What follows belongs to an exercise in optimizing a design on an open flow for small area; a production flow would make more cautious choices.
The RTL was checked by simulation tests, not by an equivalence proof against the original design.
Power and IR drop assume default switching activity.

==> inputs of run C <==
## mkMAC
module mkMAC(CLK,
	     RST_N,
	     get_values_multiplicand1,
	     get_values_multiplicand2,
	     get_values_addend,
	     get_values_mode,
	     EN_get_values,
	     RDY_get_values,
	     mac_result,
	     RDY_mac_result);
clock: 9.0 ns
lec_check: 0
cap_margin: 20
core_margin: 2
core_utilization: 40
cts_buf_list: sky130_fd_sc_hd__clkbuf_4 sky130_fd_sc_hd__clkbuf_8
cts_cluster_diameter: 60
cts_cluster_size: 18
gpl_timing_driven: 0
setup_slack_margin: 0.1
slew_margin: 20
synth_hierarchical: 1
synth_minimum_keep_size: 0
standard.sh (not shown) runs the stock make flow with config.mk's settings and CLKGATE_MAP_FILE= SYNTH_SCRIPT=/design/flow/synth_recipe.tcl, a recipe that flattens the netlist after the stock synthesis.
==> flow/flow/run.sh <==
#!/bin/bash
# Layout flow: the standard ORFS flow, with the port buffers made from
# sky130_fd_sc_hd__buf_1 instead of the cell buffer_ports picks by default.
set -euo pipefail
bash standard.sh 'BUFFER_PORTS_ARGS=-buffer_cell sky130_fd_sc_hd__buf_1' finish > standard_flow.log 2>&1
==> inputs of run M, as changes to run C <==
--- a/flow/config.mk
+++ b/flow/config.mk
@@ -11,6 +11,3 @@
 export CTS_BUF_LIST = sky130_fd_sc_hd__clkbuf_4 sky130_fd_sc_hd__clkbuf_8
-export CTS_CLUSTER_DIAMETER = 60
-export CTS_CLUSTER_SIZE = 18
 export GPL_TIMING_DRIVEN = 0
-export SETUP_SLACK_MARGIN = 0.1
 export SLEW_MARGIN = 20
==> out/qor.yml <==
cells_and_area:
  clock_buffers: 44
  sh_seq_area_pct: 22.8
  instances_no_fill: 5205
  fillCellCount: 9102
timing:
  setup_ws_ns: 0.260
  fin_crit_sh_pct: 97.1
  tightest_slew_ns: 1.18
setup_path:
  rrSetupSlack_ns: 0.26
  cp_num_cells: 25
  cp_slowest_stage_delay_ns: 0.56
  crit_slowest_cell: "a221o_2"
power:
  p_clk_mw: 1.29
  comb_cell_power_mw: 9.34
  p_total_mw: 13.7
clock_network:
  path_clk_slew_ns: 0.09
status:
  status: "no timing/DRC/antenna violations"
grt:
  use_met2_pct: 48.1
route:
  drt_pass1_iterations: 7
-- figures above: run C

==> out/qor.yml <==
route:
  drt_pass1_iterations: 9
timing:
  tightest_slew_ns: 1.19
  setup_ws_ns: 0.166
  fin_crit_sh_pct: 98.2
cells_and_area:
  sh_seq_area_pct: 22.6
  clock_buffers: 94
  instances_no_fill: 5243
  fillCellCount: 9074
status:
  status: "no timing/DRC/antenna violations"
setup_path:
  rrSetupSlack_ns: 0.22
  cp_slowest_stage_delay_ns: 0.63
power:
  comb_cell_power_mw: 9.22
grt:
  use_met2_pct: 48.8
-- figures above: run M


---

==> inputs of v25 <==
Another version of the RTL of mkMAC (not shown whole).
Settings: LEC_CHECK=0, CAP_MARGIN=20, CORE_MARGIN=2, CORE_UTILIZATION=40, CTS_BUF_LIST=sky130_fd_sc_hd__clkbuf_16, CTS_CLUSTER_DIAMETER=80, CTS_CLUSTER_SIZE=30, GPL_TIMING_DRIVEN=0, SETUP_SLACK_MARGIN=0.1, SLEW_MARGIN=20, SYNTH_HIERARCHICAL=1, SYNTH_MINIMUM_KEEP_SIZE=0; clock period 9.0 ns.
==> flow/flow/run.sh <==
#!/bin/bash
# Layout flow: the standard ORFS flow, with the port buffers made from
# sky130_fd_sc_hd__buf_1 and the synthesis buffers removed before placement
# (the resizer rebuffers where needed).
set -euo pipefail
bash standard.sh 'BUFFER_PORTS_ARGS=-buffer_cell sky130_fd_sc_hd__buf_1' REMOVE_ABC_BUFFERS=1 finish > standard_flow.log 2>&1
==> v20: changes against v25 <==
--- a/flow/design.v
+++ b/flow/design.v
@@ -27,37 +27,32 @@
   wire differ = (get_values_multiplicand1 != m1) ||
                 (get_values_multiplicand2 != m2) ||
                 (get_values_addend != a) || (get_values_mode != md);
   wire start = EN_get_values && (differ || !valid);
   wire s0 = st[0], s1 = st[1], s2 = st[2], s3 = st[3], s4 = st[4];
-  wire [63:0] M = s0 ? get_values_multiplicand1 : m1;
+  wire [63:0] M = (get_values_multiplicand1 & {64{EN_get_values}}) | (m1 & {64{~EN_get_values}});
+  wire [63:0] AE = (get_values_addend & {64{EN_get_values}}) | (a & {64{~EN_get_values}});
+  wire [1:0] ME = (get_values_mode & {2{EN_get_values}}) | (md & {2{~EN_get_values}});
   wire pm0 = get_values_mode == 2'd0, pm1 = get_values_mode == 2'd1,
        pm2 = get_values_mode == 2'd2, pm3 = get_values_mode == 2'd3;
   wire rm0 = md == 2'd0, rm1 = md == 2'd1, rm2 = md == 2'd2, rm3 = md == 2'd3;
-  reg [127:0] Ap, Ar;
+  reg [127:0] A;
   integer k;
   always @(*) begin
-    Ap = 128'd0;
-    case (get_values_mode)
-      2'd0: for (k = 0; k < 8; k = k + 1) Ap[16*k +: 8] = get_values_addend[8*k +: 8];
-      2'd1: for (k = 0; k < 4; k = k + 1) Ap[32*k +: 16] = get_values_addend[16*k +: 16];
-      2'd2: for (k = 0; k < 2; k = k + 1) Ap[64*k +: 32] = get_values_addend[32*k +: 32];
-      default: Ap[63:0] = get_values_addend;
-    endcase
-    Ar = 128'd0;
-    case (md)
-      2'd0: for (k = 0; k < 8; k = k + 1) Ar[16*k +: 8] = a[8*k +: 8];
-      2'd1: for (k = 0; k < 4; k = k + 1) Ar[32*k +: 16] = a[16*k +: 16];
-      2'd2: for (k = 0; k < 2; k = k + 1) Ar[64*k +: 32] = a[32*k +: 32];
-      default: Ar[63:0] = a;
+    A = 128'd0;
+    case (ME)
+      2'd0: for (k = 0; k < 8; k = k + 1) A[16*k +: 8] = AE[8*k +: 8];
+      2'd1: for (k = 0; k < 4; k = k + 1) A[32*k +: 16] = AE[16*k +: 16];
+      2'd2: for (k = 0; k < 2; k = k + 1) A[64*k +: 32] = AE[32*k +: 32];
+      default: A[63:0] = AE;
     endcase
   end
   wire [12:0] c = ({13{s0}} & get_values_multiplicand2[12:0]) | ({13{s1}} & m2[25:13]) |
                   ({13{s2}} & m2[38:26]) | ({13{s3}} & m2[51:39]) | ({13{s4}} & {1'b0, m2[63:52]});
-  wire [12:0] X = ({13{s0}} & Ap[77:65]) | ({13{s1}} & Ar[90:78]) | ({13{s2}} & Ar[103:91]) |
-                  ({13{s3}} & Ar[116:104]) | ({13{s4}} & {2'b0, Ar[127:117]});
-  wire [64:0] hin = s0 ? Ap[64:0] : hi;
+  wire [12:0] X = ({13{s0}} & A[77:65]) | ({13{s1}} & A[90:78]) | ({13{s2}} & A[103:91]) |
+                  ({13{s3}} & A[116:104]) | ({13{s4}} & {2'b0, A[127:117]});
+  wire [64:0] hin = s0 ? A[64:0] : hi;
   wire [103:0] cm;
   assign cm[0] = c[0] & (s0 | (s1 & (rm1 | rm2 | rm3)) | (s2 & (rm2 | rm3)) | (s3 & (rm3)) | (s4 & (rm3)));
   assign cm[1] = c[0] & ((s0 & (pm1 | pm2 | pm3)) | s1 | (s2 & (rm2 | rm3)) | (s3 & (rm3)) | (s4 & (rm3)));
   assign cm[2] = c[0] & ((s0 & (pm2 | pm3)) | (s1 & (rm2 | rm3)) | (s2 & (rm1 | rm2 | rm3)) | (s3 & (rm3)) | (s4 & (rm3)));
   assign cm[3] = c[0] & ((s0 & (pm2 | pm3)) | (s1 & (rm2 | rm3)) | s2 | (s3 & (rm3)) | (s4 & (rm3)));
@@ -4022,16 +4017,15 @@
       st <= 5'b00010;
     end else if (!s0)
       st <= {st[3:0], st[4]};
   end
   always @(posedge CLK) begin
-    if (EN_get_values) begin
-      m1 <= get_values_multiplicand1;
+    m1 <= M;
+    a <= AE;
+    md <= ME;
+    if (EN_get_values)
       m2 <= get_values_multiplicand2;
-      a <= get_values_addend;
-      md <= get_values_mode;
-    end
   end
   always @(posedge CLK) begin
     if (start || !s0) hi <= S[77:13];
     if (start) lo[12:0] <= S[12:0];
     if (s1) lo[25:13] <= S[12:0];
Settings changed: CORE_UTILIZATION 40 to 50, CTS_BUF_LIST sky130_fd_sc_hd__clkbuf_16 to sky130_fd_sc_hd__clkbuf_4 sky130_fd_sc_hd__clkbuf_8, CTS_CLUSTER_DIAMETER 80 to 50, CTS_CLUSTER_SIZE 30 to 16.
==> v14: changes against v25 <==
==> flow/flow/run.sh (replaced) <==
#!/bin/bash
# Layout flow: the standard ORFS flow, with the port buffers made from
# sky130_fd_sc_hd__buf_1 and the synthesis buffers removed before placement
# (the resizer rebuffers where needed), and cells on paths with slack sized
# down after global routing.
set -euo pipefail
bash standard.sh 'BUFFER_PORTS_ARGS=-buffer_cell sky130_fd_sc_hd__buf_1' REMOVE_ABC_BUFFERS=1 RECOVER_POWER=100 finish > standard_flow.log 2>&1
Settings changed: CTS_BUF_LIST sky130_fd_sc_hd__clkbuf_16 to sky130_fd_sc_hd__clkbuf_4 sky130_fd_sc_hd__clkbuf_8, CTS_CLUSTER_DIAMETER 80 to 60, CTS_CLUSTER_SIZE 30 to 18, SETUP_SLACK_MARGIN 0.1 to 0.2.
==> v39: changes against v25 <==
==> flow/flow/run.sh (replaced) <==
#!/bin/bash
# Layout flow: the standard ORFS flow, with the port buffers made from
# sky130_fd_sc_hd__buf_1 instead of the cell buffer_ports picks by default.
set -euo pipefail
bash standard.sh 'BUFFER_PORTS_ARGS=-buffer_cell sky130_fd_sc_hd__buf_1' finish > standard_flow.log 2>&1
Settings changed: CTS_BUF_LIST sky130_fd_sc_hd__clkbuf_16 to sky130_fd_sc_hd__clkbuf_4 sky130_fd_sc_hd__clkbuf_8, CTS_CLUSTER_DIAMETER 80 to 60, CTS_CLUSTER_SIZE 30 to 18.
==> run summary <==
- v20 completed with no timing, DRC or antenna violations. v25 went through all stages and came out clean. v39 finished clean. v14 ran to the end with violations: capacitance limit, slew limit.
- In v14 the final cell count is larger than in v20, by 6.4%.
- Critical path depth is the same in v20 and v25.
- Register-to-register slack: v39 is worse than v25 (50 ps).
- Fmax, lowest first: v20, v25, v39, v14.

-- static timing again, ports no longer ideal --
How much do the figures lean on ideal ports? The routed layouts below were timed once more, with nothing changed but the port constraints.
Step 1, drivers: a clkbuf_16 drives CLK and a buf_2 each remaining input, both assumed.
Step 2, shift: input delay + t, output delay - t, t = (earliest + latest rising clock arrival at the registers) / 2. This alone moves slack from input paths to output paths.
Slacks: ideal ports / drivers / drivers and shift; pairs: ideal ports / drivers.
| run | shift t [ns] | setup slack, ns | hold slack, ns | worst slew at a driven data input, ns | cell pins on the clock port's net |
|---|---|---|---|---|---|
| run C | 0.788 | 0.260 / 0.250 / -0.538 | 0.516 / 0.516 / 0.516 | 0.18 | 1 |
| run M | 0.784 | 0.166 / 0.083 / -0.701 | 0.516 / 0.516 / 0.516 | 0.18 | 1 |
| v25 | 0.723 | 0.270 / 0.238 / -0.485 | 0.608 / 0.608 / 0.608 | 0.19 | 1 |
| v20 | 0.793 | 0.228 / 0.221 / -0.572 | 0.504 / 0.504 / 0.504 | 0.16 | 1 |
| v14 | 0.756 | 0.374 / 0.361 / -0.395 | 0.600 / 0.600 / 0.600 | 0.21 | 1 |
| v39 | 0.796 | 0.291 / 0.266 / -0.530 | 0.530 / 0.530 / 0.530 | 0.19 | 1 |
For run M, which loses most, drivers alone change the setup slack by -0.083 ns; drivers and shift together by -0.867 ns.
